What follows belongs to an exercise in optimizing a design on an open flow for small area; a production flow would make more cautious choices.
The RTL was checked by simulation tests, not by an equivalence proof against the original design.

### flow/config.mk
export PLATFORM = sky130hd
export DESIGN_NAME = cpu
export DESIGN_NICKNAME = cpu
export VERILOG_FILES = /design/flow/design.v
export SDC_FILE = /design/flow/constraint.sdc
export NUM_CORES = 4
export LEC_CHECK = 0
export ABC_AREA = 1
export ABC_CLOCK_PERIOD_IN_PS = 36000
export CAP_MARGIN = 20
export CORE_MARGIN = 2
export CORE_UTILIZATION = 55
export PLACE_DENSITY = 0.75
export SLEW_MARGIN = 20
### flow/constraint.sdc
create_clock -name core_clock -period 140.0 [get_ports {clk}]
set_input_delay 28.0000 -clock core_clock [delete_from_list [all_inputs] [get_ports {clk}]]
set_output_delay 28.0000 -clock core_clock [all_outputs]
set_load 0.01 [all_outputs]
### flow/design.v
module regfile (
    input wire clk, rst,
    input wire [15:0] d,
    input wire [7:0] we,
    input wire [2:0] l_sel, r_sel,
    output wire [15:0] l_out, r_out,
    output wire [7:0] leds
);
reg [127:0] r;
genvar i;
generate
    for (i = 0; i < 8; i = i + 1) begin : gp
        always @(posedge clk)
            if (rst | we[i])
                r[16*i +: 16] <= d & {16{~rst}};
    end
endgenerate
assign l_out = r[16*l_sel +: 16] & {16{~rst}};
assign r_out = r[16*r_sel +: 16] & {16{~rst}};
assign leds = r[7:0] & {8{~rst}};
endmodule
module fadd (
    input wire a, b, c,
    output wire s, co
);
assign s  = a ^ b ^ c;
assign co = (a & b) | (c & (a ^ b));
endmodule
module alu (
    input wire [15:0] a_in,
    input wire [15:0] b_in,
    output wire [15:0] out,
    input wire c_add, c_sub, c_and, c_or, c_xor, c_shl, c_shr, c_mul, c_div, c_pa, c_pb,
    input wire carry_in,
    output wire [4:0] flags
);
wire [16:0] ac;
wire [15:0] as;
assign ac[0] = carry_in ^ c_sub;
genvar k;
generate
    for (k = 0; k < 16; k = k + 1) begin : addc
        fadd f(a_in[k], b_in[k] ^ c_sub, ac[k], as[k], ac[k+1]);
    end
endgenerate
wire carry_out = ac[16] ^ c_sub;
wire dv = c_div | c_shr;
wire sh = c_shl | c_shr;
wire [15:0] oh = 16'b1 << b_in[3:0];
wire big = |b_in[15:4];
wire [15:0] y = sh ? oh : b_in;
wire [16:0] hz;     
wire [3:0] gz;      
wire [16:0] hl;     
generate
    for (k = 0; k < 4; k = k + 1) begin : gzc
        assign gz[k] = ~|y[4*k+3:4*k];
    end
    for (k = 15; k >= 0; k = k - 1) begin : hlc
        if (k % 4 == 3) begin : t
            assign hl[k] = ~y[k];
        end else begin : c
            assign hl[k] = hl[k+1] & ~y[k];
        end
    end
endgenerate
assign hz[16] = 1'b1;
assign hz[15] = hl[15];
assign hz[14] = hl[14];
assign hz[13] = hl[13];
assign hz[12] = hl[12];
assign hz[11] = hl[11] & gz[3];
assign hz[10] = hl[10] & gz[3];
assign hz[9]  = hl[9]  & gz[3];
assign hz[8]  = hl[8]  & gz[3];
assign hz[7]  = hl[7]  & gz[3] & gz[2];
assign hz[6]  = hl[6]  & gz[3] & gz[2];
assign hz[5]  = hl[5]  & gz[3] & gz[2];
assign hz[4]  = hl[4]  & gz[3] & gz[2];
assign hz[3]  = hl[3]  & gz[3] & gz[2] & gz[1];
assign hz[2]  = hl[2]  & gz[3] & gz[2] & gz[1];
assign hz[1]  = hl[1]  & gz[3] & gz[2] & gz[1];
assign hz[0]  = hl[0]  & gz[3] & gz[2] & gz[1];
wire [15:0] q;      
wire [0:0] l0, y0, s0, r0, g0, p0;
wire [1:0] c0;
assign l0 = dv & a_in[15];
assign y0 = dv ? ~y[0:0] : (a_in[0:0] & {1{y[15]}});
assign g0 = l0 & y0;
assign p0 = l0 | y0;
assign c0[0] = dv;
fadd f0_0(l0[0], y0[0], c0[0], s0[0], c0[1]);
assign q[0] = c0[1] & hz[1];
assign r0 = (dv & ~q[0]) ? l0 : s0;
wire [1:0] l1, y1, s1, r1, g1, p1;
wire [2:0] c1;
assign l1 = {r0[0:0], dv & a_in[14]};
assign y1 = dv ? ~y[1:0] : (a_in[1:0] & {2{y[14]}});
assign g1 = l1 & y1;
assign p1 = l1 | y1;
assign c1[0] = dv;
wire m1_1;
fadd f1_0(l1[0], y1[0], c1[0], s1[0], m1_1);
fadd f1_1(l1[1], y1[1], m1_1, s1[1], c1[2]);
assign q[1] = c1[2] & hz[2];
assign r1 = (dv & ~q[1]) ? l1 : s1;
wire [2:0] l2, y2, s2, r2, g2, p2;
wire [3:0] c2;
assign l2 = {r1[1:0], dv & a_in[13]};
assign y2 = dv ? ~y[2:0] : (a_in[2:0] & {3{y[13]}});
assign g2 = l2 & y2;
assign p2 = l2 | y2;
assign c2[0] = dv;
wire m2_1;
fadd f2_0(l2[0], y2[0], c2[0], s2[0], m2_1);
fadd f2_1(l2[1], y2[1], m2_1, s2[1], c2[2]);
fadd f2_2(l2[2], y2[2], c2[2], s2[2], c2[3]);
assign q[2] = c2[3] & hz[3];
assign r2 = (dv & ~q[2]) ? l2 : s2;
wire [3:0] l3, y3, s3, r3, g3, p3;
wire [4:0] c3;
assign l3 = {r2[2:0], dv & a_in[12]};
assign y3 = dv ? ~y[3:0] : (a_in[3:0] & {4{y[12]}});
assign g3 = l3 & y3;
assign p3 = l3 | y3;
assign c3[0] = dv;
wire m3_1;
fadd f3_0(l3[0], y3[0], c3[0], s3[0], m3_1);
wire m3_2;
fadd f3_1(l3[1], y3[1], m3_1, s3[1], m3_2);
assign c3[2] = (g3[0] & p3[1]) | (g3[1]) | (p3[0] & p3[1] & c3[0]);
wire m3_3;
fadd f3_2(l3[2], y3[2], c3[2], s3[2], m3_3);
wire m3_4;
fadd f3_3(l3[3], y3[3], m3_3, s3[3], m3_4);
assign c3[4] = (g3[2] & p3[3]) | (g3[3]) | (p3[2] & p3[3] & c3[2]);
assign q[3] = c3[4] & hz[4];
assign r3 = (dv & ~q[3]) ? l3 : s3;
wire [4:0] l4, y4, s4, r4, g4, p4;
wire [5:0] c4;
assign l4 = {r3[3:0], dv & a_in[11]};
assign y4 = dv ? ~y[4:0] : (a_in[4:0] & {5{y[11]}});
assign g4 = l4 & y4;
assign p4 = l4 | y4;
assign c4[0] = dv;
wire m4_1;
fadd f4_0(l4[0], y4[0], c4[0], s4[0], m4_1);
wire m4_2;
fadd f4_1(l4[1], y4[1], m4_1, s4[1], m4_2);
assign c4[2] = (g4[0] & p4[1]) | (g4[1]) | (p4[0] & p4[1] & c4[0]);
wire m4_3;
fadd f4_2(l4[2], y4[2], c4[2], s4[2], m4_3);
wire m4_4;
fadd f4_3(l4[3], y4[3], m4_3, s4[3], m4_4);
assign c4[4] = (g4[2] & p4[3]) | (g4[3]) | (p4[2] & p4[3] & c4[2]);
fadd f4_4(l4[4], y4[4], c4[4], s4[4], c4[5]);
assign q[4] = c4[5] & hz[5];
assign r4 = (dv & ~q[4]) ? l4 : s4;
wire [5:0] l5, y5, s5, r5, g5, p5;
wire [6:0] c5;
assign l5 = {r4[4:0], dv & a_in[10]};
assign y5 = dv ? ~y[5:0] : (a_in[5:0] & {6{y[10]}});
assign g5 = l5 & y5;
assign p5 = l5 | y5;
assign c5[0] = dv;
wire m5_1;
fadd f5_0(l5[0], y5[0], c5[0], s5[0], m5_1);
wire m5_2;
fadd f5_1(l5[1], y5[1], m5_1, s5[1], m5_2);
assign c5[2] = (g5[0] & p5[1]) | (g5[1]) | (p5[0] & p5[1] & c5[0]);
wire m5_3;
fadd f5_2(l5[2], y5[2], c5[2], s5[2], m5_3);
wire m5_4;
fadd f5_3(l5[3], y5[3], m5_3, s5[3], m5_4);
assign c5[4] = (g5[2] & p5[3]) | (g5[3]) | (p5[2] & p5[3] & c5[2]);
wire m5_5;
fadd f5_4(l5[4], y5[4], c5[4], s5[4], m5_5);
wire m5_6;
fadd f5_5(l5[5], y5[5], m5_5, s5[5], m5_6);
assign c5[6] = (g5[4] & p5[5]) | (g5[5]) | (p5[4] & p5[5] & c5[4]);
assign q[5] = c5[6] & hz[6];
assign r5 = (dv & ~q[5]) ? l5 : s5;
wire [6:0] l6, y6, s6, r6, g6, p6;
wire [7:0] c6;
assign l6 = {r5[5:0], dv & a_in[9]};
assign y6 = dv ? ~y[6:0] : (a_in[6:0] & {7{y[9]}});
assign g6 = l6 & y6;
assign p6 = l6 | y6;
assign c6[0] = dv;
wire m6_1;
fadd f6_0(l6[0], y6[0], c6[0], s6[0], m6_1);
wire m6_2;
fadd f6_1(l6[1], y6[1], m6_1, s6[1], m6_2);
assign c6[2] = (g6[0] & p6[1]) | (g6[1]) | (p6[0] & p6[1] & c6[0]);
wire m6_3;
fadd f6_2(l6[2], y6[2], c6[2], s6[2], m6_3);
wire m6_4;
fadd f6_3(l6[3], y6[3], m6_3, s6[3], m6_4);
assign c6[4] = (g6[2] & p6[3]) | (g6[3]) | (p6[2] & p6[3] & c6[2]);
wire m6_5;
fadd f6_4(l6[4], y6[4], c6[4], s6[4], m6_5);
wire m6_6;
fadd f6_5(l6[5], y6[5], m6_5, s6[5], m6_6);
assign c6[6] = (g6[4] & p6[5]) | (g6[5]) | (p6[4] & p6[5] & c6[4]);
fadd f6_6(l6[6], y6[6], c6[6], s6[6], c6[7]);
assign q[6] = c6[7] & hz[7];
assign r6 = (dv & ~q[6]) ? l6 : s6;
wire [7:0] l7, y7, s7, r7, g7, p7;
wire [8:0] c7;
assign l7 = {r6[6:0], dv & a_in[8]};
assign y7 = dv ? ~y[7:0] : (a_in[7:0] & {8{y[8]}});
assign g7 = l7 & y7;
assign p7 = l7 | y7;
assign c7[0] = dv;
wire m7_1;
fadd f7_0(l7[0], y7[0], c7[0], s7[0], m7_1);
wire m7_2;
fadd f7_1(l7[1], y7[1], m7_1, s7[1], m7_2);
assign c7[2] = (g7[0] & p7[1]) | (g7[1]) | (p7[0] & p7[1] & c7[0]);
wire m7_3;
fadd f7_2(l7[2], y7[2], c7[2], s7[2], m7_3);
wire m7_4;
fadd f7_3(l7[3], y7[3], m7_3, s7[3], m7_4);
assign c7[4] = (g7[2] & p7[3]) | (g7[3]) | (p7[2] & p7[3] & c7[2]);
wire m7_5;
fadd f7_4(l7[4], y7[4], c7[4], s7[4], m7_5);
wire m7_6;
fadd f7_5(l7[5], y7[5], m7_5, s7[5], m7_6);
assign c7[6] = (g7[4] & p7[5]) | (g7[5]) | (p7[4] & p7[5] & c7[4]);
wire m7_7;
fadd f7_6(l7[6], y7[6], c7[6], s7[6], m7_7);
wire m7_8;
fadd f7_7(l7[7], y7[7], m7_7, s7[7], m7_8);
assign c7[8] = (g7[6] & p7[7]) | (g7[7]) | (p7[6] & p7[7] & c7[6]);
assign q[7] = c7[8] & hz[8];
assign r7 = (dv & ~q[7]) ? l7 : s7;
wire [8:0] l8, y8, s8, r8, g8, p8;
wire [9:0] c8;
assign l8 = {r7[7:0], dv & a_in[7]};
assign y8 = dv ? ~y[8:0] : (a_in[8:0] & {9{y[7]}});
assign g8 = l8 & y8;
assign p8 = l8 | y8;
assign c8[0] = dv;
wire m8_1;
fadd f8_0(l8[0], y8[0], c8[0], s8[0], m8_1);
wire m8_2;
fadd f8_1(l8[1], y8[1], m8_1, s8[1], m8_2);
assign c8[2] = (g8[0] & p8[1]) | (g8[1]) | (p8[0] & p8[1] & c8[0]);
wire m8_3;
fadd f8_2(l8[2], y8[2], c8[2], s8[2], m8_3);
wire m8_4;
fadd f8_3(l8[3], y8[3], m8_3, s8[3], m8_4);
assign c8[4] = (g8[2] & p8[3]) | (g8[3]) | (p8[2] & p8[3] & c8[2]);
wire m8_5;
fadd f8_4(l8[4], y8[4], c8[4], s8[4], m8_5);
wire m8_6;
fadd f8_5(l8[5], y8[5], m8_5, s8[5], m8_6);
assign c8[6] = (g8[4] & p8[5]) | (g8[5]) | (p8[4] & p8[5] & c8[4]);
wire m8_7;
fadd f8_6(l8[6], y8[6], c8[6], s8[6], m8_7);
wire m8_8;
fadd f8_7(l8[7], y8[7], m8_7, s8[7], m8_8);
assign c8[8] = (g8[6] & p8[7]) | (g8[7]) | (p8[6] & p8[7] & c8[6]);
fadd f8_8(l8[8], y8[8], c8[8], s8[8], c8[9]);
assign q[8] = c8[9] & hz[9];
assign r8 = (dv & ~q[8]) ? l8 : s8;
wire [9:0] l9, y9, s9, r9, g9, p9;
wire [10:0] c9;
assign l9 = {r8[8:0], dv & a_in[6]};
assign y9 = dv ? ~y[9:0] : (a_in[9:0] & {10{y[6]}});
assign g9 = l9 & y9;
assign p9 = l9 | y9;
assign c9[0] = dv;
wire m9_1;
fadd f9_0(l9[0], y9[0], c9[0], s9[0], m9_1);
wire m9_2;
fadd f9_1(l9[1], y9[1], m9_1, s9[1], m9_2);
assign c9[2] = (g9[0] & p9[1]) | (g9[1]) | (p9[0] & p9[1] & c9[0]);
wire m9_3;
fadd f9_2(l9[2], y9[2], c9[2], s9[2], m9_3);
wire m9_4;
fadd f9_3(l9[3], y9[3], m9_3, s9[3], m9_4);
assign c9[4] = (g9[2] & p9[3]) | (g9[3]) | (p9[2] & p9[3] & c9[2]);
wire m9_5;
fadd f9_4(l9[4], y9[4], c9[4], s9[4], m9_5);
wire m9_6;
fadd f9_5(l9[5], y9[5], m9_5, s9[5], m9_6);
assign c9[6] = (g9[4] & p9[5]) | (g9[5]) | (p9[4] & p9[5] & c9[4]);
wire m9_7;
fadd f9_6(l9[6], y9[6], c9[6], s9[6], m9_7);
wire m9_8;
fadd f9_7(l9[7], y9[7], m9_7, s9[7], m9_8);
assign c9[8] = (g9[6] & p9[7]) | (g9[7]) | (p9[6] & p9[7] & c9[6]);
wire m9_9;
fadd f9_8(l9[8], y9[8], c9[8], s9[8], m9_9);
wire m9_10;
fadd f9_9(l9[9], y9[9], m9_9, s9[9], m9_10);
assign c9[10] = (g9[8] & p9[9]) | (g9[9]) | (p9[8] & p9[9] & c9[8]);
assign q[9] = c9[10] & hz[10];
assign r9 = (dv & ~q[9]) ? l9 : s9;
wire [10:0] l10, y10, s10, r10, g10, p10;
wire [11:0] c10;
assign l10 = {r9[9:0], dv & a_in[5]};
assign y10 = dv ? ~y[10:0] : (a_in[10:0] & {11{y[5]}});
assign g10 = l10 & y10;
assign p10 = l10 | y10;
assign c10[0] = dv;
wire m10_1;
fadd f10_0(l10[0], y10[0], c10[0], s10[0], m10_1);
wire m10_2;
fadd f10_1(l10[1], y10[1], m10_1, s10[1], m10_2);
assign c10[2] = (g10[0] & p10[1]) | (g10[1]) | (p10[0] & p10[1] & c10[0]);
wire m10_3;
fadd f10_2(l10[2], y10[2], c10[2], s10[2], m10_3);
wire m10_4;
fadd f10_3(l10[3], y10[3], m10_3, s10[3], m10_4);
assign c10[4] = (g10[2] & p10[3]) | (g10[3]) | (p10[2] & p10[3] & c10[2]);
wire m10_5;
fadd f10_4(l10[4], y10[4], c10[4], s10[4], m10_5);
wire m10_6;
fadd f10_5(l10[5], y10[5], m10_5, s10[5], m10_6);
assign c10[6] = (g10[4] & p10[5]) | (g10[5]) | (p10[4] & p10[5] & c10[4]);
wire m10_7;
fadd f10_6(l10[6], y10[6], c10[6], s10[6], m10_7);
wire m10_8;
fadd f10_7(l10[7], y10[7], m10_7, s10[7], m10_8);
assign c10[8] = (g10[6] & p10[7]) | (g10[7]) | (p10[6] & p10[7] & c10[6]);
wire m10_9;
fadd f10_8(l10[8], y10[8], c10[8], s10[8], m10_9);
wire m10_10;
fadd f10_9(l10[9], y10[9], m10_9, s10[9], m10_10);
assign c10[10] = (g10[8] & p10[9]) | (g10[9]) | (p10[8] & p10[9] & c10[8]);
fadd f10_10(l10[10], y10[10], c10[10], s10[10], c10[11]);
assign q[10] = c10[11] & hz[11];
assign r10 = (dv & ~q[10]) ? l10 : s10;
wire [11:0] l11, y11, s11, r11, g11, p11;
wire [12:0] c11;
assign l11 = {r10[10:0], dv & a_in[4]};
assign y11 = dv ? ~y[11:0] : (a_in[11:0] & {12{y[4]}});
assign g11 = l11 & y11;
assign p11 = l11 | y11;
assign c11[0] = dv;
wire m11_1;
fadd f11_0(l11[0], y11[0], c11[0], s11[0], m11_1);
wire m11_2;
fadd f11_1(l11[1], y11[1], m11_1, s11[1], m11_2);
assign c11[2] = (g11[0] & p11[1]) | (g11[1]) | (p11[0] & p11[1] & c11[0]);
wire m11_3;
fadd f11_2(l11[2], y11[2], c11[2], s11[2], m11_3);
wire m11_4;
fadd f11_3(l11[3], y11[3], m11_3, s11[3], m11_4);
assign c11[4] = (g11[2] & p11[3]) | (g11[3]) | (p11[2] & p11[3] & c11[2]);
wire m11_5;
fadd f11_4(l11[4], y11[4], c11[4], s11[4], m11_5);
wire m11_6;
fadd f11_5(l11[5], y11[5], m11_5, s11[5], m11_6);
assign c11[6] = (g11[4] & p11[5]) | (g11[5]) | (p11[4] & p11[5] & c11[4]);
wire m11_7;
fadd f11_6(l11[6], y11[6], c11[6], s11[6], m11_7);
wire m11_8;
fadd f11_7(l11[7], y11[7], m11_7, s11[7], m11_8);
assign c11[8] = (g11[6] & p11[7]) | (g11[7]) | (p11[6] & p11[7] & c11[6]);
wire m11_9;
fadd f11_8(l11[8], y11[8], c11[8], s11[8], m11_9);
wire m11_10;
fadd f11_9(l11[9], y11[9], m11_9, s11[9], m11_10);
assign c11[10] = (g11[8] & p11[9]) | (g11[9]) | (p11[8] & p11[9] & c11[8]);
wire m11_11;
fadd f11_10(l11[10], y11[10], c11[10], s11[10], m11_11);
wire m11_12;
fadd f11_11(l11[11], y11[11], m11_11, s11[11], m11_12);
assign c11[12] = (g11[10] & p11[11]) | (g11[11]) | (p11[10] & p11[11] & c11[10]);
assign q[11] = c11[12] & hz[12];
assign r11 = (dv & ~q[11]) ? l11 : s11;
wire [12:0] l12, y12, s12, r12, g12, p12;
wire [13:0] c12;
assign l12 = {r11[11:0], dv & a_in[3]};
assign y12 = dv ? ~y[12:0] : (a_in[12:0] & {13{y[3]}});
assign g12 = l12 & y12;
assign p12 = l12 | y12;
assign c12[0] = dv;
wire m12_1;
fadd f12_0(l12[0], y12[0], c12[0], s12[0], m12_1);
wire m12_2;
fadd f12_1(l12[1], y12[1], m12_1, s12[1], m12_2);
assign c12[2] = (g12[0] & p12[1]) | (g12[1]) | (p12[0] & p12[1] & c12[0]);
wire m12_3;
fadd f12_2(l12[2], y12[2], c12[2], s12[2], m12_3);
wire m12_4;
fadd f12_3(l12[3], y12[3], m12_3, s12[3], m12_4);
assign c12[4] = (g12[2] & p12[3]) | (g12[3]) | (p12[2] & p12[3] & c12[2]);
wire m12_5;
fadd f12_4(l12[4], y12[4], c12[4], s12[4], m12_5);
wire m12_6;
fadd f12_5(l12[5], y12[5], m12_5, s12[5], m12_6);
assign c12[6] = (g12[4] & p12[5]) | (g12[5]) | (p12[4] & p12[5] & c12[4]);
wire m12_7;
fadd f12_6(l12[6], y12[6], c12[6], s12[6], m12_7);
wire m12_8;
fadd f12_7(l12[7], y12[7], m12_7, s12[7], m12_8);
assign c12[8] = (g12[6] & p12[7]) | (g12[7]) | (p12[6] & p12[7] & c12[6]);
wire m12_9;
fadd f12_8(l12[8], y12[8], c12[8], s12[8], m12_9);
wire m12_10;
fadd f12_9(l12[9], y12[9], m12_9, s12[9], m12_10);
assign c12[10] = (g12[8] & p12[9]) | (g12[9]) | (p12[8] & p12[9] & c12[8]);
wire m12_11;
fadd f12_10(l12[10], y12[10], c12[10], s12[10], m12_11);
wire m12_12;
fadd f12_11(l12[11], y12[11], m12_11, s12[11], m12_12);
assign c12[12] = (g12[10] & p12[11]) | (g12[11]) | (p12[10] & p12[11] & c12[10]);
fadd f12_12(l12[12], y12[12], c12[12], s12[12], c12[13]);
assign q[12] = c12[13] & hz[13];
assign r12 = (dv & ~q[12]) ? l12 : s12;
wire [13:0] l13, y13, s13, r13, g13, p13;
wire [14:0] c13;
assign l13 = {r12[12:0], dv & a_in[2]};
assign y13 = dv ? ~y[13:0] : (a_in[13:0] & {14{y[2]}});
assign g13 = l13 & y13;
assign p13 = l13 | y13;
assign c13[0] = dv;
wire m13_1;
fadd f13_0(l13[0], y13[0], c13[0], s13[0], m13_1);
wire m13_2;
fadd f13_1(l13[1], y13[1], m13_1, s13[1], m13_2);
assign c13[2] = (g13[0] & p13[1]) | (g13[1]) | (p13[0] & p13[1] & c13[0]);
wire m13_3;
fadd f13_2(l13[2], y13[2], c13[2], s13[2], m13_3);
wire m13_4;
fadd f13_3(l13[3], y13[3], m13_3, s13[3], m13_4);
assign c13[4] = (g13[2] & p13[3]) | (g13[3]) | (p13[2] & p13[3] & c13[2]);
wire m13_5;
fadd f13_4(l13[4], y13[4], c13[4], s13[4], m13_5);
wire m13_6;
fadd f13_5(l13[5], y13[5], m13_5, s13[5], m13_6);
assign c13[6] = (g13[4] & p13[5]) | (g13[5]) | (p13[4] & p13[5] & c13[4]);
wire m13_7;
fadd f13_6(l13[6], y13[6], c13[6], s13[6], m13_7);
wire m13_8;
fadd f13_7(l13[7], y13[7], m13_7, s13[7], m13_8);
assign c13[8] = (g13[6] & p13[7]) | (g13[7]) | (p13[6] & p13[7] & c13[6]);
wire m13_9;
fadd f13_8(l13[8], y13[8], c13[8], s13[8], m13_9);
wire m13_10;
fadd f13_9(l13[9], y13[9], m13_9, s13[9], m13_10);
assign c13[10] = (g13[8] & p13[9]) | (g13[9]) | (p13[8] & p13[9] & c13[8]);
wire m13_11;
fadd f13_10(l13[10], y13[10], c13[10], s13[10], m13_11);
wire m13_12;
fadd f13_11(l13[11], y13[11], m13_11, s13[11], m13_12);
assign c13[12] = (g13[10] & p13[11]) | (g13[11]) | (p13[10] & p13[11] & c13[10]);
wire m13_13;
fadd f13_12(l13[12], y13[12], c13[12], s13[12], m13_13);
wire m13_14;
fadd f13_13(l13[13], y13[13], m13_13, s13[13], m13_14);
assign c13[14] = (g13[12] & p13[13]) | (g13[13]) | (p13[12] & p13[13] & c13[12]);
assign q[13] = c13[14] & hz[14];
assign r13 = (dv & ~q[13]) ? l13 : s13;
wire [14:0] l14, y14, s14, r14, g14, p14;
wire [15:0] c14;
assign l14 = {r13[13:0], dv & a_in[1]};
assign y14 = dv ? ~y[14:0] : (a_in[14:0] & {15{y[1]}});
assign g14 = l14 & y14;
assign p14 = l14 | y14;
assign c14[0] = dv;
wire m14_1;
fadd f14_0(l14[0], y14[0], c14[0], s14[0], m14_1);
wire m14_2;
fadd f14_1(l14[1], y14[1], m14_1, s14[1], m14_2);
assign c14[2] = (g14[0] & p14[1]) | (g14[1]) | (p14[0] & p14[1] & c14[0]);
wire m14_3;
fadd f14_2(l14[2], y14[2], c14[2], s14[2], m14_3);
wire m14_4;
fadd f14_3(l14[3], y14[3], m14_3, s14[3], m14_4);
assign c14[4] = (g14[2] & p14[3]) | (g14[3]) | (p14[2] & p14[3] & c14[2]);
wire m14_5;
fadd f14_4(l14[4], y14[4], c14[4], s14[4], m14_5);
wire m14_6;
fadd f14_5(l14[5], y14[5], m14_5, s14[5], m14_6);
assign c14[6] = (g14[4] & p14[5]) | (g14[5]) | (p14[4] & p14[5] & c14[4]);
wire m14_7;
fadd f14_6(l14[6], y14[6], c14[6], s14[6], m14_7);
wire m14_8;
fadd f14_7(l14[7], y14[7], m14_7, s14[7], m14_8);
assign c14[8] = (g14[6] & p14[7]) | (g14[7]) | (p14[6] & p14[7] & c14[6]);
wire m14_9;
fadd f14_8(l14[8], y14[8], c14[8], s14[8], m14_9);
wire m14_10;
fadd f14_9(l14[9], y14[9], m14_9, s14[9], m14_10);
assign c14[10] = (g14[8] & p14[9]) | (g14[9]) | (p14[8] & p14[9] & c14[8]);
wire m14_11;
fadd f14_10(l14[10], y14[10], c14[10], s14[10], m14_11);
wire m14_12;
fadd f14_11(l14[11], y14[11], m14_11, s14[11], m14_12);
assign c14[12] = (g14[10] & p14[11]) | (g14[11]) | (p14[10] & p14[11] & c14[10]);
wire m14_13;
fadd f14_12(l14[12], y14[12], c14[12], s14[12], m14_13);
wire m14_14;
fadd f14_13(l14[13], y14[13], m14_13, s14[13], m14_14);
assign c14[14] = (g14[12] & p14[13]) | (g14[13]) | (p14[12] & p14[13] & c14[12]);
fadd f14_14(l14[14], y14[14], c14[14], s14[14], c14[15]);
assign q[14] = c14[15] & hz[15];
assign r14 = (dv & ~q[14]) ? l14 : s14;
wire [15:0] l15, y15, s15, r15, g15, p15;
wire [16:0] c15;
assign l15 = {r14[14:0], dv & a_in[0]};
assign y15 = dv ? ~y[15:0] : (a_in[15:0] & {16{y[0]}});
assign g15 = l15 & y15;
assign p15 = l15 | y15;
assign c15[0] = dv;
wire m15_1;
fadd f15_0(l15[0], y15[0], c15[0], s15[0], m15_1);
wire m15_2;
fadd f15_1(l15[1], y15[1], m15_1, s15[1], m15_2);
assign c15[2] = (g15[0] & p15[1]) | (g15[1]) | (p15[0] & p15[1] & c15[0]);
wire m15_3;
fadd f15_2(l15[2], y15[2], c15[2], s15[2], m15_3);
wire m15_4;
fadd f15_3(l15[3], y15[3], m15_3, s15[3], m15_4);
assign c15[4] = (g15[2] & p15[3]) | (g15[3]) | (p15[2] & p15[3] & c15[2]);
wire m15_5;
fadd f15_4(l15[4], y15[4], c15[4], s15[4], m15_5);
wire m15_6;
fadd f15_5(l15[5], y15[5], m15_5, s15[5], m15_6);
assign c15[6] = (g15[4] & p15[5]) | (g15[5]) | (p15[4] & p15[5] & c15[4]);
wire m15_7;
fadd f15_6(l15[6], y15[6], c15[6], s15[6], m15_7);
wire m15_8;
fadd f15_7(l15[7], y15[7], m15_7, s15[7], m15_8);
assign c15[8] = (g15[6] & p15[7]) | (g15[7]) | (p15[6] & p15[7] & c15[6]);
wire m15_9;
fadd f15_8(l15[8], y15[8], c15[8], s15[8], m15_9);
wire m15_10;
fadd f15_9(l15[9], y15[9], m15_9, s15[9], m15_10);
assign c15[10] = (g15[8] & p15[9]) | (g15[9]) | (p15[8] & p15[9] & c15[8]);
wire m15_11;
fadd f15_10(l15[10], y15[10], c15[10], s15[10], m15_11);
wire m15_12;
fadd f15_11(l15[11], y15[11], m15_11, s15[11], m15_12);
assign c15[12] = (g15[10] & p15[11]) | (g15[11]) | (p15[10] & p15[11] & c15[10]);
wire m15_13;
fadd f15_12(l15[12], y15[12], c15[12], s15[12], m15_13);
wire m15_14;
fadd f15_13(l15[13], y15[13], m15_13, s15[13], m15_14);
assign c15[14] = (g15[12] & p15[13]) | (g15[13]) | (p15[12] & p15[13] & c15[12]);
wire m15_15;
fadd f15_14(l15[14], y15[14], c15[14], s15[14], m15_15);
wire m15_16;
fadd f15_15(l15[15], y15[15], m15_15, s15[15], m15_16);
assign c15[16] = (g15[14] & p15[15]) | (g15[15]) | (p15[14] & p15[15] & c15[14]);
assign q[15] = c15[16];
assign r15 = s15;
wire [15:0] prod = r15;
wire [15:0] quot;
generate
    for (k = 0; k < 16; k = k + 1) begin : qr
        assign quot[15-k] = q[k];
    end
endgenerate
wire lg3 = c_and | c_or | c_pa | c_pb;
wire lg2 = c_or | c_xor | c_pa;
wire lg1 = c_or | c_xor | c_pb;
wire [15:0] lu = (a_in & b_in & {16{lg3}}) | (a_in & ~b_in & {16{lg2}}) | (~a_in & b_in & {16{lg1}});
wire sel_p = c_mul | (c_shl & ~big);
wire sel_q = c_div | (c_shr & ~big);
wire sel_a = c_add | c_sub;
assign out = lu | (as & {16{sel_a}}) | (prod & {16{sel_p}}) | (quot & {16{sel_q}});
wire m0 = c_sub | c_or | c_shl | c_mul | c_pa;
assign flags[0] = ~(|out);
assign flags[1] = sel_a & carry_out;
assign flags[2] = out[15];
assign flags[3] = ((a_in[15] ^ b_in[15]) ^ ~m0) & ((b_in[15] ^ out[15]) ^ m0);
assign flags[4] = ^out;
endmodule
module pc (
    input wire [15:0] in,
    output reg [15:0] out,
    input wire clk, inc, ie, irq, rst,
    output reg [15:0] saved_pc,
    output reg chg           
);
wire [15:0] t1 = ie ? in : out;
wire [15:0] t2 = inc ? t1 + 16'b1 : t1;
wire take = irq & (ie | inc);
wire [15:0] nx = take ? 16'b1 : t2;
always @(posedge clk, posedge rst) begin
    if (rst) begin
        out <= 16'b0;
        chg <= 1'b1;
    end else begin
        out <= nx;
        chg <= nx != out;
    end
end
always @(posedge clk) begin
    if (rst)
        saved_pc <= 16'b0;
    else if (take)
        saved_pc <= t2;
end
endmodule
module decoder (
    input wire [15:0] instr,
    output wire pc_inc, pc_ie, reg_in_mux_ctl, alu_r_mux_ctl, alu_cin, ram_write, ram_read,
    output wire alu_flags_ie, reg_sr_in, sr_ie, sr_pc_over, ram_read_done, pc_sr_ie, irq_instr, jtr_op,
    output wire c_add, c_sub, c_and, c_or, c_xor, c_shl, c_shr, c_mul, c_div, c_pa, c_pb,
    output wire [2:0] reg_l_ctl, reg_r_ctl,
    output wire [7:0] gp_reg_ie,
    input wire mem_busy, mem_ready,
    input wire [4:0] flags
);
wire [6:0] op = instr[6:0];
wire [2:0] tg = instr[9:7];
wire [2:0] fo = instr[12:10];
wire [2:0] so = instr[15:13];
wire o_mov = op == 7'h01, o_ldd = op == 7'h02, o_ldo = op == 7'h03, o_ldi = op == 7'h04;
wire o_std = op == 7'h05, o_sto = op == 7'h06, o_add = op == 7'h07, o_adi = op == 7'h08;
wire o_adc = op == 7'h09, o_sub = op == 7'h0A, o_suc = op == 7'h0B, o_cmp = op == 7'h0C;
wire o_cmi = op == 7'h0D, o_jmp = op == 7'h0E, o_jal = op == 7'h0F, o_srl = op == 7'h10;
wire o_srs = op == 7'h11, o_sys = op == 7'h12, o_and = op == 7'h13, o_orr = op == 7'h14;
wire o_xor = op == 7'h15, o_ani = op == 7'h16, o_ori = op == 7'h17, o_xoi = op == 7'h18;
wire o_shl = op == 7'h19, o_shr = op == 7'h1A, o_cai = op == 7'h1B, o_mul = op == 7'h1C;
wire o_div = op == 7'h1D, o_irt = op == 7'h1E;
reg jmp_en;
always @(*) begin
    case (instr[10:7])
        4'b0001: jmp_en = flags[1];
        4'b0010: jmp_en = flags[0];
        4'b0011: jmp_en = flags[2];
        4'b0100: jmp_en = ~(flags[2] | flags[0]);
        4'b0101: jmp_en = flags[0] | flags[2];
        4'b0110: jmp_en = ~flags[2];
        4'b0111: jmp_en = ~flags[0];
        4'b1000: jmp_en = flags[3];
        4'b1001: jmp_en = flags[3];
        default: jmp_en = 1'b1;
    endcase
end
wire ld = o_ldd | o_ldo;
wire st = o_std | o_sto;
wire ld_wait = ld & ~mem_busy & ~mem_ready;
assign pc_inc = ~((ld & (mem_busy | ~mem_ready)) | (st & mem_busy) | (o_jmp & jmp_en) | o_jal | o_irt);
assign pc_ie = (o_jmp & jmp_en) | o_jal | o_irt;
assign reg_in_mux_ctl = ld & ~mem_busy;
assign ram_read_done = ld & ~mem_busy & mem_ready;
assign ram_read = ld_wait;
assign ram_write = st & ~mem_busy;
assign alu_r_mux_ctl = ld | o_ldi | st | o_adi | o_cmi | o_jmp | o_jal | o_ani | o_ori | o_xoi | o_cai;
assign alu_cin = (o_adc | o_suc) & flags[1];
assign alu_flags_ie = o_add | o_adi | o_adc | o_sub | o_suc | o_cmp | o_cmi | o_and | o_orr | o_xor
                    | o_ani | o_ori | o_xoi | o_shl | o_shr | o_cai | o_mul | o_div;
assign reg_sr_in = o_jal | o_srl;
assign sr_ie = o_srs;
assign sr_pc_over = o_jal;
assign pc_sr_ie = o_irt;
assign irq_instr = o_sys;
assign jtr_op = o_jmp | o_jal | o_irt;
assign c_sub = o_sub | o_suc | o_cmp | o_cmi;
assign c_and = o_and | o_ani | o_cai;
assign c_or  = o_orr | o_ori;
assign c_xor = o_xor | o_xoi;
assign c_shl = o_shl;
assign c_shr = o_shr;
assign c_mul = o_mul;
assign c_div = o_div;
assign c_pa  = o_mov;
assign c_pb  = o_ldd | o_ldi | o_std | o_jmp | o_jal | o_srs;
assign c_add = ~(c_sub | c_and | c_or | c_xor | c_shl | c_shr | c_mul | c_div | c_pa | c_pb);
wire l_fo = o_mov | o_ldo | o_add | o_adi | o_adc | o_sub | o_suc | o_cmp | o_cmi | o_and | o_orr | o_xor
          | o_ani | o_ori | o_xoi | o_shl | o_shr | o_cai | o_mul | o_div;
assign reg_l_ctl = l_fo ? fo : o_sto ? so : 3'b0;
wire r_so = o_add | o_adc | o_sub | o_suc | o_cmp | o_and | o_orr | o_xor | o_shl | o_shr | o_mul | o_div;
assign reg_r_ctl = r_so ? so : (o_std | o_sto | o_srs) ? fo : 3'b0;
wire we = o_mov | (ld & ~mem_busy & mem_ready) | o_ldi | o_add | o_adi | o_adc | o_sub | o_suc
        | o_jal | o_srl | o_and | o_orr | o_xor | o_ani | o_ori | o_xoi | o_shl | o_shr | o_mul | o_div;
assign gp_reg_ie = {8{we}} & (8'b1 << tg);
endmodule
module fetch (
    input wire clk,
    input wire [15:0] pc_in,
    input wire pc_chg,               
    input wire [31:0] ram_data,
    input wire ram_busy, ram_cack, ram_data_ready,
    output reg ram_read,
    output reg [31:0] instr_out,
    output wire [15:0] ram_addr,
    output reg ram_addr_ovr,
    output reg pc_hold,
    input wire flag_boot_mode,
    input wire rst,
    input wire irq_in, irq_en,
    output reg irq_p,
    input wire [7:0] pc_page_in
);
reg [1:0] state;
reg c_acked;
reg [31:0] pref_instr;
reg [7:0] prev_pc_page, saved_pc_page;
reg prev_irq;
reg [3:0] ra_hi;
reg [11:0] ra_lo;
assign ram_addr = {ra_hi, ra_lo};
function pok(input [6:0] o);
    pok = o != 7'h02 && o != 7'h03 && o != 7'h05 && o != 7'h06;
endfunction
wire chg = pc_chg | (pc_page_in != prev_pc_page);
wire hit = pc_in == ram_addr && pc_page_in == saved_pc_page;
wire [15:0] pc_nx = pc_in + 16'b1;
reg n_rd, n_ovr, n_hold, n_ack, ld_addr, ld_pref;
reg [1:0] n_state;
reg [15:0] n_addr;
reg [1:0] isel;   
always @(*) begin
    n_rd = ram_read; n_ovr = ram_addr_ovr; n_hold = pc_hold; n_ack = c_acked;
    n_state = state; ld_addr = 1'b0; n_addr = pc_in; ld_pref = 1'b0;
    isel = 2'd0;
    if (chg) begin
        n_hold = 1'b1;
        isel = 2'd1;
    end
    case (state)
        2'd0: begin
            if ((chg | pc_hold) & ~ram_busy) begin
                n_rd = 1'b1; n_ovr = 1'b1; ld_addr = 1'b1; n_addr = pc_in; n_state = 2'd1;
            end else if (pok(instr_out[6:0])) begin
                n_rd = 1'b1; n_ovr = 1'b1; ld_addr = 1'b1; n_addr = pc_nx; n_state = 2'd2;
            end
        end
        2'd1: begin
            if (~ram_cack & ~c_acked) begin
                n_rd = 1'b1; n_ovr = 1'b1;
            end else begin
                n_rd = 1'b0; n_ack = 1'b1;
                if (ram_data_ready) begin
                    n_ack = 1'b0; n_hold = 1'b0; isel = 2'd2;
                    if (pok(ram_data[6:0])) begin
                        n_rd = 1'b1; n_ovr = 1'b1; ld_addr = 1'b1; n_addr = pc_nx; n_state = 2'd2;
                    end else begin
                        n_ovr = 1'b0; n_state = 2'd0;
                    end
                end else
                    n_ovr = 1'b1;
            end
        end
        2'd2: begin
            if (~ram_cack & ~c_acked) begin
                n_rd = 1'b1; n_ovr = 1'b1;
            end else begin
                n_rd = 1'b0; n_ack = 1'b1;
                if (ram_data_ready & (chg | pc_hold)) begin
                    n_ack = 1'b0;
                    if (hit) begin
                        n_ovr = 1'b0; n_hold = 1'b0; isel = 2'd2;
                        if (pok(ram_data[6:0])) begin
                            n_rd = 1'b1; n_ovr = 1'b1; ld_addr = 1'b1; n_addr = pc_nx; n_state = 2'd2;
                        end else begin
                            n_ovr = 1'b0; n_state = 2'd0;
                        end
                    end else begin
                        n_rd = 1'b1; n_ovr = 1'b1; ld_addr = 1'b1; n_addr = pc_in; n_state = 2'd1;
                    end
                end else if (ram_data_ready) begin
                    n_ack = 1'b0; ld_pref = 1'b1; n_state = 2'd3;
                end else
                    n_ovr = 1'b1;
            end
        end
        2'd3: begin
            if (chg | pc_hold) begin
                if (hit) begin
                    n_ack = 1'b0; n_hold = 1'b0; isel = 2'd3;
                    if (pok(pref_instr[6:0])) begin
                        n_rd = 1'b1; n_ovr = 1'b1; ld_addr = 1'b1; n_addr = pc_nx; n_state = 2'd2;
                    end else begin
                        n_ovr = 1'b0; n_state = 2'd0;
                    end
                end else begin
                    n_rd = 1'b1; n_ovr = 1'b1; ld_addr = 1'b1; n_addr = pc_in; n_state = 2'd1;
                end
            end
        end
    endcase
end
wire run = ~flag_boot_mode;
always @(negedge clk, posedge rst) begin
    if (rst) begin
        ram_read <= 1'b0;
        instr_out <= 32'b0;
        ra_hi <= 4'b0;
        ram_addr_ovr <= 1'b0;
        pc_hold <= 1'b0;
        state <= 2'b0;
        c_acked <= 1'b0;
        irq_p <= 1'b0;
        prev_irq <= 1'b0;
    end else begin
        if (run) begin
            ram_read <= n_rd;
            ram_addr_ovr <= n_ovr;
            pc_hold <= n_hold;
            c_acked <= n_ack;
            state <= n_state;
            if (ld_addr)
                ra_hi <= n_addr[15:12];
            case (isel)
                2'd1: instr_out <= 32'b0;
                2'd2: instr_out <= ram_data;
                2'd3: instr_out <= pref_instr;
                default: ;
            endcase
        end
        if (pc_in == 16'b1 && pc_page_in == 8'b0 && irq_p)
            irq_p <= 1'b0;
        else if (irq_in & ~prev_irq & irq_en)
            irq_p <= 1'b1;
        prev_irq <= irq_in;
    end
end
always @(negedge clk) begin
    if (run & ld_addr) begin
        ra_lo <= n_addr[11:0];
        saved_pc_page <= pc_page_in;
    end
    if (run & ld_pref)
        pref_instr <= ram_data;
    prev_pc_page <= pc_page_in;
end
endmodule
module sregs (
    input wire clk,
    input wire rst,
    input wire sr_ie,
    input wire [15:0] sr_sel, sr_in,
    input wire jtr_op,
    output wire [15:0] sr_out,       
    output wire boot_mode, instr_mem_over,
    input wire irq_in, irq_instr,
    output wire irq_en,
    input wire out_addr_ovr, pc_move,
    input wire [4:0] alu_flags_in,
    output reg [4:0] alu_flags,
    input wire alu_flags_ie,
    input wire [15:0] saved_pc,
    output reg [15:0] irq_pc,
    input wire [15:0] addr_in,
    output wire [19:0] addr_out,
    input wire [15:0] prog_in,
    output wire [19:0] prog_out,
    output wire [7:0] prog_page_out
);
reg [3:0] rt_mode;
reg [1:0] jtr_mode, jtr_mode_buff;
reg [3:0] irq_flags;
reg [15:0] virt_scratch_reg;
reg [127:0] mem_page, prog_page;
wire hi0 = sr_sel[15:3] == 13'b0;
wire s1 = hi0 & sr_sel[2:0] == 3'd1;
wire s2 = hi0 & sr_sel[2:0] == 3'd2;
wire s3 = hi0 & sr_sel[2:0] == 3'd3;
wire s4 = hi0 & sr_sel[2:0] == 3'd4;
wire s5 = hi0 & sr_sel[2:0] == 3'd5;
wire s6 = hi0 & sr_sel[2:0] == 3'd6;
wire sel0 = hi0 & sr_sel[2:0] == 3'd0;
wire irq_take = irq_in & rt_mode[2] & pc_move;
always @(posedge clk, posedge rst) begin
    if (rst) begin
        rt_mode <= 4'b0001;
        jtr_mode <= 2'b01;
        jtr_mode_buff <= 2'b01;
        alu_flags <= 5'b0;
    end else begin
        if (sr_ie & s1 & rt_mode[0])
            rt_mode <= sr_in[3:0];
        if (sr_ie & s2)
            jtr_mode_buff <= sr_in[1:0];
        if ((jtr_op | (sr_ie & sel0)) & pc_move)
            jtr_mode <= jtr_mode_buff;
        if (out_addr_ovr)
            rt_mode[2] <= 1'b1;
        if (irq_take) begin
            rt_mode[0] <= 1'b1;
            rt_mode[3] <= 1'b0;
            jtr_mode[1] <= 1'b0;
            jtr_mode_buff[1] <= 1'b0;
            rt_mode[2] <= 1'b0;
        end
        if (alu_flags_ie)
            alu_flags <= alu_flags_in;
        else if (sr_ie & s4)
            alu_flags <= sr_in[4:0];
    end
end
always @(posedge clk) begin
    if (rst) begin
        irq_pc <= 16'b0;
        virt_scratch_reg <= 16'b0;
        irq_flags <= 4'b0;
    end else begin
        if (sr_ie & s3)
            irq_pc <= sr_in;
        if (sr_ie & s6)
            virt_scratch_reg <= sr_in;
        if (irq_take)
            irq_flags <= {irq_instr, rt_mode[0], jtr_mode[1], rt_mode[3]};
    end
end
wire mp_wr = sr_ie & rt_mode[0] & (sr_sel[15:4] == 12'd1);
wire pp_wr = sr_ie & rt_mode[0] & (sr_sel[15:4] == 12'd2);
wire [7:0] pdin = sr_in[7:0] & {8{~rst}};
genvar i;
generate
    for (i = 0; i < 16; i = i + 1) begin : pt
        always @(posedge clk)
            if (rst | (mp_wr & sr_sel[3:0] == i))
                mem_page[8*i +: 8] <= pdin;
        always @(posedge clk)
            if (rst | (pp_wr & sr_sel[3:0] == i))
                prog_page[8*i +: 8] <= pdin;
    end
endgenerate
assign boot_mode = jtr_mode[0];
assign instr_mem_over = rt_mode[1];
assign irq_en = rt_mode[2];
assign sr_out = ({16{s1}} & {12'b0, rt_mode})
              | ({16{s2}} & {14'b0, jtr_mode})
              | ({16{s3}} & saved_pc)
              | ({16{s4}} & {11'b0, alu_flags})
              | ({16{s5}} & {12'b0, irq_flags})
              | ({16{s6}} & virt_scratch_reg);
wire [7:0] mp = mem_page[8*addr_in[15:12] +: 8];
wire [7:0] pp = prog_page[8*prog_in[15:12] +: 8];
assign addr_out = rt_mode[3] ? {mp, addr_in[11:0]} : {4'b0, addr_in};
assign prog_page_out = jtr_mode[1] ? pp : {4'b0, prog_in[15:12]};
assign prog_out = {prog_page_out, prog_in[11:0]};
endmodule
module cpu (
    input wire clk, rst,
    output wire [19:0] e_addr_bus,
    output wire [15:0] e_prog_addr, e_data,
    input wire [15:0] e_mem_bus,
    input wire [31:0] e_instr,
    input wire [31:0] e_sdram_instr,
    input wire e_mem_busy, e_mem_ready, e_mem_cack,
    input wire irq_in,
    output wire ram_read_out, ram_write, ram_instr_access, ram_read_done,
    output wire [7:0] e_reg_leds,
    output wire [3:0] e_pc_leds
);
wire [15:0] reg_l_bus, reg_r_bus, alu_bus, alu_r_mux, reg_in_mux, spec_reg_out, sr_out;
wire [15:0] prog_addr, saved_pc, irq_pc, fetch_addr;
wire [31:0] instr_bus, fetch_instr_bus;
wire [19:0] alu_bus_paged, fetch_addr_paged;
wire [7:0] prog_page;
wire [4:0] alu_flags_f, alu_flags_out;
wire [2:0] reg_l_ctl, reg_r_ctl;
wire [7:0] gp_reg_ie;
wire pc_inc, pc_ie, reg_in_mux_ctl, alu_r_mux_ctl, alu_cin, alu_flags_ie, reg_sr_in, sr_ie, sr_pc_over, ram_read, irq_instr, pc_sr_ie, jtr_op;
wire c_add, c_sub, c_and, c_or, c_xor, c_shl, c_shr, c_mul, c_div, c_pa, c_pb;
wire fetch_ram_read, fetch_wait, fetch_addr_mux, irq_p, irq_en, pc_chg;
wire flag_boot_mode, flag_instr_mem_over;
wire sel0 = instr_bus[31:16] == 16'b0;
wire adv = ~fetch_wait | flag_boot_mode;
wire pc_ie_g = (pc_ie | (sr_ie & sel0)) & adv;
wire pc_inc_g = pc_inc & adv;
regfile gp(clk, rst, reg_in_mux, gp_reg_ie, reg_l_ctl, reg_r_ctl, reg_l_bus, reg_r_bus, e_reg_leds);
alu alu(reg_l_bus, alu_r_mux, alu_bus, c_add, c_sub, c_and, c_or, c_xor, c_shl, c_shr, c_mul, c_div, c_pa, c_pb,
    alu_cin, alu_flags_f);
pc pc(pc_sr_ie ? irq_pc : alu_r_mux, prog_addr, clk, pc_inc_g, pc_ie_g, irq_p | irq_instr, rst, saved_pc, pc_chg);
decoder decoder(instr_bus[15:0], pc_inc, pc_ie, reg_in_mux_ctl, alu_r_mux_ctl, alu_cin, ram_write, ram_read,
    alu_flags_ie, reg_sr_in, sr_ie, sr_pc_over, ram_read_done, pc_sr_ie, irq_instr, jtr_op,
    c_add, c_sub, c_and, c_or, c_xor, c_shl, c_shr, c_mul, c_div, c_pa, c_pb,
    reg_l_ctl, reg_r_ctl, gp_reg_ie, e_mem_busy, e_mem_ready, alu_flags_out);
fetch fetch(clk, prog_addr, pc_chg, e_sdram_instr, e_mem_busy, e_mem_cack, e_mem_ready, fetch_ram_read, fetch_instr_bus,
    fetch_addr, fetch_addr_mux, fetch_wait, flag_boot_mode, rst, irq_in, irq_en, irq_p, prog_page);
sregs sregs(clk, rst, sr_ie, instr_bus[31:16], reg_r_bus, jtr_op, sr_out, flag_boot_mode, flag_instr_mem_over,
    irq_p | irq_instr, irq_instr, irq_en, pc_sr_ie, pc_ie_g | pc_inc_g,
    alu_flags_f, alu_flags_out, alu_flags_ie, saved_pc, irq_pc,
    alu_bus, alu_bus_paged, fetch_addr, fetch_addr_paged, prog_page);
assign spec_reg_out = (sel0 | sr_pc_over) ? prog_addr : sr_out;
assign reg_in_mux = reg_sr_in ? spec_reg_out : reg_in_mux_ctl ? e_mem_bus : alu_bus;
assign alu_r_mux = alu_r_mux_ctl ? instr_bus[31:16] : reg_r_bus;
assign e_addr_bus = fetch_addr_mux ? fetch_addr_paged : alu_bus_paged;
assign instr_bus = flag_boot_mode ? e_instr : fetch_instr_bus;
assign e_prog_addr = prog_addr;
assign e_data = reg_r_bus;
assign e_pc_leds = prog_addr[3:0];
assign ram_read_out = ram_read | fetch_ram_read;
assign ram_instr_access = fetch_addr_mux | flag_instr_mem_over;
endmodule
### flow/flow/run.sh
#!/bin/bash
# Own layout flow: the standard ORFS flow, except that
#  - ABC maps the logic with an area-oriented script, then resizes for delay (flow/amap.abc),
#  - ports are buffered with the smallest buffer,
#  - CTS inserts no dummy loads and uses the smaller clock buffers,
#  - half-adder cells are not used (synthesis keeps full adders only).
# Every tool's output goes to a log in this folder (make_*.log) and under orfs/logs.
set -euo pipefail
W=$(pwd)
# synthesis script: the standard flow's, with the ABC mapping script replaced
{
  head -n 1 synth_recipe.tcl
  cat <<'T'
proc abc {args} {
  set i [lsearch -exact $args -script]
  if { $i >= 0 } { set args [lreplace $args [expr {$i+1}] [expr {$i+1}] $::env(MY_ABC_SCRIPT)] }
  yosys abc {*}$args
}
T
  tail -n +2 synth_recipe.tcl
} > my_synth.tcl
sed -e "s#SYNTH_SCRIPT=[^ ]*#SYNTH_SCRIPT=$W/my_synth.tcl#" \
    -e 's#CLKGATE_MAP_FILE= #CLKGATE_MAP_FILE= "DONT_USE_CELLS=${DU_LIST}" #' standard.sh > my_standard.sh
export MY_ABC_SCRIPT=$W/flow/amap.abc
export BUFFER_PORTS_ARGS="-buffer_cell sky130_fd_sc_hd__buf_1"
export CTS_ARGS="-sink_clustering_enable -repair_clock_nets -dont_use_dummy_load -buf_list {sky130_fd_sc_hd__clkbuf_4}"
# the platform's don't-use cells, and the half adders
DU_LIST=$(sed -n '/^export DONT_USE_CELLS/,/^$/p' "$FLOW_HOME/platforms/$FLOW_PLATFORM/config.mk" \
  | sed -e 's/export DONT_USE_CELLS += //' -e 's/\\//' | tr -s ' \n' '  ')
export DU_LIST="$DU_LIST sky130_fd_sc_hd__ha_1 sky130_fd_sc_hd__ha_2 sky130_fd_sc_hd__ha_4"
bash my_standard.sh "${1:-finish}" > make_${1:-finish}.log 2>&1
[ -n "${1:-}" ] || test -f out/final.def
### flow/flow/amap.abc
strash
dch -f
amap
topo
stime -c
buffer -c
upsize -c
dnsize -c
### flow/standard.sh
#!/bin/bash
# synth_recipe.tcl (not shown) runs the flow's synth.tcl, then flattens the netlist and writes it again
# the make line also repeats each setting of config.mk as NAME=value (left out here)
make -C /OpenROAD-flow-scripts/flow DESIGN_CONFIG=/design/flow/config.mk WORK_HOME=/design/flow/orfs CLKGATE_MAP_FILE= SYNTH_SCRIPT=/design/flow/synth_recipe.tcl "${@:-finish}"
==> run notes, run 1 <==
outcome=finished clean; worst-path maximum fanout=49; total routed wirelength=~130 mm; initial detailed-routing violation count=5481; start of the worst register-to-register path=fetch.instr_out[3]$_DFFE_NP0P_; Worst path top cell family by delay=compound AO/OA/AOI/OAI gates; Worst Skew=192 ps; worst min-delay path class=reg2reg; clk sinks=570; Detailed Place HPWL=87.8 mm; start-to-end type of the worst setup path=reg2out; Seq/Total Area, Yosys=around 47%; Placeable Area=0.0619 sq mm; Hold Violations, Final=0; global-route layer with the greatest usage=met2; Post-Syn Area=around 0.035 sq mm; latest clock arrival within the worst-skew pair=about 980 ps; critical path depth=between 200 and 250; top-area cell type share of the netlist area=37.8%; post-route antenna net violation count=0; final setup violation count=0; DRC errors left=0; die outline area=0.0649 sq mm; Buffers on Ports=153; initial standard-cell utilization of the core=about 56%; overall routing resource usage=38.6%; I/O pins=154; number of rows created at floorplan=91; Vert. Die Dim=255 um; Worst Setup Start Kind=register; Avg Synthesized Cell Area=9.46 sq um; Req. time, crit path=approximately 110000 ps; Routability Congestion=1.09; drt first pass iters=9; Async S/R FF share, synth=13.0%; CP Capture Point=e_addr_bus[13]; post-synth net total=3831; multi-input combinational cell area=0.0170 sq mm; final instance area=roughly 0.038 sq mm; CTS buffer count=between 100 and 150; cell occurring most often along the worst timing path=sky130_fd_sc_hd__o22ai_1; cell accounting for the most synthesized area=sky130_fd_sc_hd__edfxtp_1; register bit total from synthesis=570; share of post-route cells with drive strength above 1=13.5%; number of nets in the finished design=~4100; worst r2r dst=sregs.alu_flags[4]$_DFFE_PP0P_; via/cell ratio=7.06; gate count after technology mapping=3657; maximum number of pins on one net before global-route repair=between 100 and 150; met3 layer usage reported by global route=10.8%; headroom to the max-slew limit=20.4%; standard cell area after detailed placement=0.0362 sq mm; layout overhead on the synthesized area=10.9%; sequential standard cell area=0.0162 sq mm; top cells by area, synth=sky130_fd_sc_hd__edfxtp_1, sky130_fd_sc_hd__o22ai_1, sky130_fd_sc_hd__fa_1; number of antenna violations at the first check in global routing=6; buffers and inverters on the worst path=27; clock transition at the registers of the reported paths=50 ps; CTS tree=yes; count of max-cap constraint violations=0; number of synthesized flops with an enable pin=436; highest cell delay on the worst timing path=just under 600 ps; die width=255 um; worst hold slack after final layout=approximately 430 ps; wire length of the first global-routing pass=188 mm; grt met1 use=about half; DR vias=33717; grt total ovfl=0; FF-to-FF setup slack=31140 ps; total number of yosys warnings=5; data arrival at the endpoint of the critical path=109590 ps; CP Capture Type=output pin; Yosys cell types=93; number of max-slew violations in the final report=0; met2 usage=56.5%; level count of the clock H-tree=4; worst-path cell with the longest stage delay=sky130_fd_sc_hd__fa_2; launch point of the worst path=fetch.instr_out[3]$_DFFE_NP0P_; largest registers=gp.r (128), sregs.mem_page (128), sregs.prog_page (128); Routed WL per cell=between 20 and 30 um; fill cell total of the finished layout=5326; most used flip-flop cell after synthesis=sky130_fd_sc_hd__edfxtp_1; cell depth of the worst flop-to-flop path=223; CTS root buf=sky130_fd_sc_hd__clkbuf_4; maximum buffer depth of the clock tree=3; slew at the pin closest to its max-slew limit=1190 ps; via count of the first global-routing pass=31233
[worst reg2reg max path: cells and delay by family (launching register included)]
kind            cells  cell delay (ps)
flops               1              460
simple gates       65            10780
fa+ha+maj           8             2590
compound gates    126            21190
buf+inv            24             3780
[cell type report]
cell class              instances  area share [%]
clock buffers                 147            2.88
flip-flops and latches        570            42.1
diodes                          7          0.0457
inverters                     276            2.81
repair buffers                302            4.59
well taps                     837            2.73
multi-input cells            2579            44.3
clock inverters                60           0.587
[metrics by stage]
stage	worst slack (ps)	std cells	TNS (ps)	util [%]
finish	2410	4778	0	61.9
global route	-397	4774	-1830	61.9
CTS	141	4732	0	60.7
detailed placement	82.5	4525	0	58.5
global placement	1540	4524	0	58.4
floorplan	7810	3657	0	-
[synth_stat cells (29+ instances only)]
library cell and number:
sky130_fd_sc_hd__a31oi_1 29, sky130_fd_sc_hd__dfrtn_1 44, sky130_fd_sc_hd__edfxtp_1 436, sky130_fd_sc_hd__o21ai_0 313, sky130_fd_sc_hd__dfxtp_1 60, sky130_fd_sc_hd__a22oi_1 83
sky130_fd_sc_hd__nor2b_1 39, sky130_fd_sc_hd__nor3_1 71, sky130_fd_sc_hd__o21ai_1 36, sky130_fd_sc_hd__a211oi_1 39, sky130_fd_sc_hd__clkbuf_1 174, sky130_fd_sc_hd__o221ai_1 62
sky130_fd_sc_hd__inv_1 232, sky130_fd_sc_hd__o221a_2 37, sky130_fd_sc_hd__a221oi_1 78, sky130_fd_sc_hd__nand2_1 228, sky130_fd_sc_hd__fa_1 88, sky130_fd_sc_hd__a21oi_1 194
sky130_fd_sc_hd__o22ai_1 503, sky130_fd_sc_hd__nor2_1 413, sky130_fd_sc_hd__or3_1 39
[timing repair]
action | CTS | global route
setup buffers | 0 | 37
cloned | 1 | 0
resized for setup | 8 | 91
hold buffers | 0 | 0
endpoints found under the setup margin | 8 | 20
pin swaps | 1 | 21
[routing by layer]
metal | wire, um | part of all wire, %
met1 | 47700 | 37
met2 | 55100 | 43
met3 | 17300 | 14
met4 | 7620 | 6.0
met5 | 26 | 0.020
[cell usage in the layout, fill, tap and decap left out, types with 43 or more instances in the layout]
| cell type | count |
|---|---|
| sky130_fd_sc_hd__buf_1 | 152 |
| sky130_fd_sc_hd__dfxtp_1 | 60 |
| sky130_fd_sc_hd__o21ai_0 | 299 |
| sky130_fd_sc_hd__nor3_1 | 69 |
| sky130_fd_sc_hd__o21ai_1 | 43 |
| sky130_fd_sc_hd__o221ai_1 | 57 |
| sky130_fd_sc_hd__a221oi_1 | 77 |
| sky130_fd_sc_hd__inv_1 | 285 |
| sky130_fd_sc_hd__buf_4 | 141 |
| sky130_fd_sc_hd__clkbuf_4 | 147 |
| sky130_fd_sc_hd__edfxtp_1 | 436 |
| sky130_fd_sc_hd__nor2_1 | 398 |
| sky130_fd_sc_hd__fa_1 | 87 |
| sky130_fd_sc_hd__nand2_1 | 225 |
| sky130_fd_sc_hd__a22oi_1 | 83 |
| sky130_fd_sc_hd__a21oi_1 | 190 |
| sky130_fd_sc_hd__o22ai_1 | 483 |
| sky130_fd_sc_hd__dfrtn_1 | 44 |
[how the worst min path moves through the flow]
stage                                                from                               to  slack, ps  cells after the start
after CTS                 fetch.instr_out[10]$_DFFE_NP0P_  fetch.instr_out[10]$_DFFE_NP0P_        440                      2
after global routing      fetch.instr_out[10]$_DFFE_NP0P_  fetch.instr_out[10]$_DFFE_NP0P_        450                      2
after global placement     fetch.pref_instr[23]$_DFFE_NP_  fetch.instr_out[23]$_DFFE_NP0P_        410                      2
after floorplan            fetch.pref_instr[22]$_DFFE_NP_  fetch.instr_out[22]$_DFFE_NP0P_        400                      2
after detailed placement   fetch.pref_instr[25]$_DFFE_NP_  fetch.instr_out[25]$_DFFE_NP0P_        420                      2
final                     fetch.instr_out[10]$_DFFE_NP0P_  fetch.instr_out[10]$_DFFE_NP0P_        430                      2
[kinds of logic (layout without fill, tap and decap cells)]
| logic type | count (synthesis) | count (layout) | share of synthesized area (%) |
|---|---|---|---|
| compound gates | 1566 | 1567 | 30.2 |
| fa+ha+maj | 88 | 88 | 5.09 |
| simple gates | 922 | 922 | 12.1 |
| other cells | 0 | 7 | 0 |
| flops | 570 | 570 | 46.7 |
| xor+xnor | 2 | 2 | 0.0506 |
| buf+inv | 509 | 785 | 5.89 |
==> inputs of run 2 (changes only) <==
--- a/flow/flow/run.sh
+++ b/flow/flow/run.sh
@@ -23,7 +23,7 @@
     -e 's#CLKGATE_MAP_FILE= #CLKGATE_MAP_FILE= "DONT_USE_CELLS=${DU_LIST}" #' standard.sh > my_standard.sh
 export MY_ABC_SCRIPT=$W/flow/amap.abc
 export BUFFER_PORTS_ARGS="-buffer_cell sky130_fd_sc_hd__buf_1"
-export CTS_ARGS="-sink_clustering_enable -repair_clock_nets -dont_use_dummy_load -buf_list {sky130_fd_sc_hd__clkbuf_4}"
+export CTS_ARGS="-sink_clustering_enable -repair_clock_nets -dont_use_dummy_load -buf_list {sky130_fd_sc_hd__clkbuf_8} -sink_clustering_size 12 -sink_clustering_max_diameter 80"
 # the platform's don't-use cells, and the half adders
 DU_LIST=$(sed -n '/^export DONT_USE_CELLS/,/^$/p' "$FLOW_HOME/platforms/$FLOW_PLATFORM/config.mk" \
   | sed -e 's/export DONT_USE_CELLS += //' -e 's/\\//' | tr -s ' \n' '  ')
==> run 2 against run 1 <==
Net effect: first-iteration DRC count shrank 3.7%; global-route usage shrank 0.64 points; cell count shrank 2.0%; core utilization shrank 0.63 points; setup slack gained 290 ps; sequential cell count is the same; wire length shrank 0.94%; die area is the same; worst hold slack gained 0.54 ps; clock skew shrank 89 ps; largest cell class unchanged; highest routed layer is now met4.
==> run notes, run 2 <==
via/cell ratio=7.09; clock transition at the registers of the reported paths=50 ps; commonest cells in the netlist=sky130_fd_sc_hd__o22ai_1, sky130_fd_sc_hd__edfxtp_1, sky130_fd_sc_hd__nor2_1, sky130_fd_sc_hd__o21ai_0, sky130_fd_sc_hd__inv_1; origin of the worst min-delay path=fetch.instr_out[10]$_DFFE_NP0P_; Routability Congestion=1.09; number of max-slew violations in the final report=0; Worst Skew=approximately 100 ps; layout overhead on the synthesized area=9.75%; Yosys cell types=93; Detailed Place HPWL=roughly 88 mm; outcome=finished clean; headroom to the max-slew limit=19.4%; cell depth of the worst flop-to-flop path=220; Post-Syn Area=0.0346 sq mm; FF-to-FF setup slack=31290 ps; die width=255 um; Worst path top cell family by delay=compound AO/OA/AOI/OAI gates; end point of the worst hold path=fetch.instr_out[10]$_DFFE_NP0P_; wire length of the first global-routing pass=~190 mm; CTS tree=yes; worst r2r dst=sregs.alu_flags[4]$_DFFE_PP0P_; Req. time, crit path=112000 ps; overall routing resource usage=about 38%; Avg Synthesized Cell Area=9.46 sq um; cell depth of the worst min-delay path=2; DRC errors left=0; grt total ovfl=0; most instantiated library cell after synthesis=sky130_fd_sc_hd__o22ai_1; cell accounting for the most synthesized area=sky130_fd_sc_hd__edfxtp_1; CTS buffer count=54; setup ws final=2700 ps; most frequent standard cell in the layout excluding fill and tap cells=sky130_fd_sc_hd__o22ai_1; Hold Violations, Final=0; cell occurring most often along the worst timing path=sky130_fd_sc_hd__o22ai_1; number of antenna violations at the first check in global routing=4; Vert. Die Dim=between 200 and 300 um; worst min-delay path class=reg2reg; share of post-route cells with drive strength above 1=11.5%; CP Capture Type=output pin; worst-path cell with the longest stage delay=sky130_fd_sc_hd__fa_2; top-area cell type share of the netlist area=a little under two fifths; total number of yosys warnings=5; start-to-end type of the worst setup path=reg2out; Buffers on Ports=153; maximum buffer depth of the clock tree=3; final setup violation count=0; count of max-cap constraint violations=0; data arrival at the endpoint of the critical path=around 110000 ps; total routed wirelength=127 mm; post-synth net total=approximately 3800; number of nets in the finished design=4020; Non-Filler Instances=around 4700; drt first pass iters=9; commonest cells after routing, fill and taps aside=sky130_fd_sc_hd__o22ai_1, sky130_fd_sc_hd__edfxtp_1, sky130_fd_sc_hd__nor2_1; via count of the first global-routing pass=30386; slew at the pin closest to its max-slew limit=1200 ps; placed insts=4525; highest cell delay on the worst timing path=approximately 570 ps; I/O pins=~150; number of rows created at floorplan=91; latest clock arrival within the worst-skew pair=700 ps; Placeable Area=0.0619 sq mm; die outline area=0.0649 sq mm; CTS root buf=sky130_fd_sc_hd__clkbuf_8; worst-path maximum fanout=64; start of the worst register-to-register path=fetch.instr_out[3]$_DFFE_NP0P_; gate count after technology mapping=3657; initial detailed-routing violation count=5277; Placement Setup Slack=82.5 ps; DR vias=33196; largest registers=gp.r (128), sregs.mem_page (128), sregs.prog_page (128); register bit total from synthesis=570; initial standard-cell utilization of the core=between 50% and 60%; post-route antenna net violation count=0; Async S/R FF share, synth=13.0%; total of hold buffers inserted after clock tree synthesis=0; top cells by area, synth=sky130_fd_sc_hd__edfxtp_1, sky130_fd_sc_hd__o22ai_1, sky130_fd_sc_hd__fa_1; maximum number of pins on one net before global-route repair=122; most used flip-flop cell after synthesis=sky130_fd_sc_hd__edfxtp_1; Seq/Total Area, Yosys=a little under half; level count of the clock H-tree=2; clk sinks=570; total negative slack for setup checks=0 ps; Routed WL per cell=27.0 um; Worst Setup Start Kind=register; number of synthesized flops with an enable pin=436; buffers and inverters on the worst path=27
run 2: changes by cell type in the layout (fill, tap and decap cells not counted), sizes merged:
| cell | previous run | this run |
|---|---|---|
| clkbuf | 148 | 56 |
| buf | 301 | 303 |
| clkinv | 18 | 17 |
| diode | 7 | 2 |
| inv | 314 | 315 |
run 2: worst max-delay path by stage:
stage	startpoint	depth (start not counted)	slack (ps)	end
after floorplan	fetch.instr_out[5]$_DFFE_NP0P_	216	7810	e_addr_bus[14]
after global placement	fetch.instr_out[3]$_DFFE_NP0P_	217	1540	e_addr_bus[14]
after detailed placement	fetch.instr_out[3]$_DFFE_NP0P_	217	80	e_addr_bus[14]
after CTS	fetch.instr_out[3]$_DFFE_NP0P_	220	30	e_addr_bus[13]
after global routing	fetch.instr_out[3]$_DFFE_NP0P_	221	-220	e_addr_bus[13]
final	fetch.instr_out[3]$_DFFE_NP0P_	215	2700	e_addr_bus[13]
run 2: worst reg2reg max path: cells and delay by family, from the launching register on:
kind / cells / cell delay (ps)
buf+inv: 25 / 3640
fa+ha+maj: 8 / 2680
simple gates: 65 / 10290
flops: 1 / 390
compound gates: 122 / 21600
run 2: metal layers:
metal  vias to the layer above  part of all wire [%]  wire length [um]  track usage [%]
li1                      14472                     -                 -                -
met1                     15891                    38             48400             52.1
met2                      2348                    43             54400             56.4
met3                       485                    13             16000             8.73
met4                         0                   6.2              7810             19.7
met5                         -                     0                 0                0
run 2: repair_timing:
action                     in CTS  in global routing
pin swaps                       1                 19
buffers inserted                0                 41
setup endpoints to repair       8                 20
gates cloned                    1                  0
resized for setup               3                 91
run 2: cells by family (layout without fill, tap and decap cells):
| family | Yosys count | count (layout) | synth area share, % |
|---|---|---|---|
| buf+inv | 509 | 695 | 5.89 |
| fa+ha+maj | 88 | 88 | 5.09 |
| simple gates | 922 | 922 | 12.1 |
| other cells | 0 | 2 | 0 |
| compound gates | 1566 | 1567 | 30.2 |
| flops | 570 | 570 | 46.7 |
| xor+xnor | 2 | 2 | 0.0506 |
run 2: cell type report:
cell class,count,area [sq um]
fillers,5338,24000
clock inverters,60,225
well taps,837,1050
flip-flops and latches,570,16200
multi-input cells,2579,17000
inverters,276,1070
diodes,2,5.00
repair buffers,305,1770
clock buffers,54,743
run 2: through the flow:
| step | util, % | hold WS (ps) | cell area, sq um |
|---|---|---|---|
| 3_3_place_gp | 58.4 | 409 | 36200 |
| 4_1_cts | 60.0 | 436 | 37200 |
| 2_1_floorplan | - | 401 | 34600 |
| 5_1_grt | 61.3 | 446 | 38000 |
| 6_report | 61.3 | 431 | 38000 |
| 3_5_place_dp | 58.5 | 421 | 36200 |
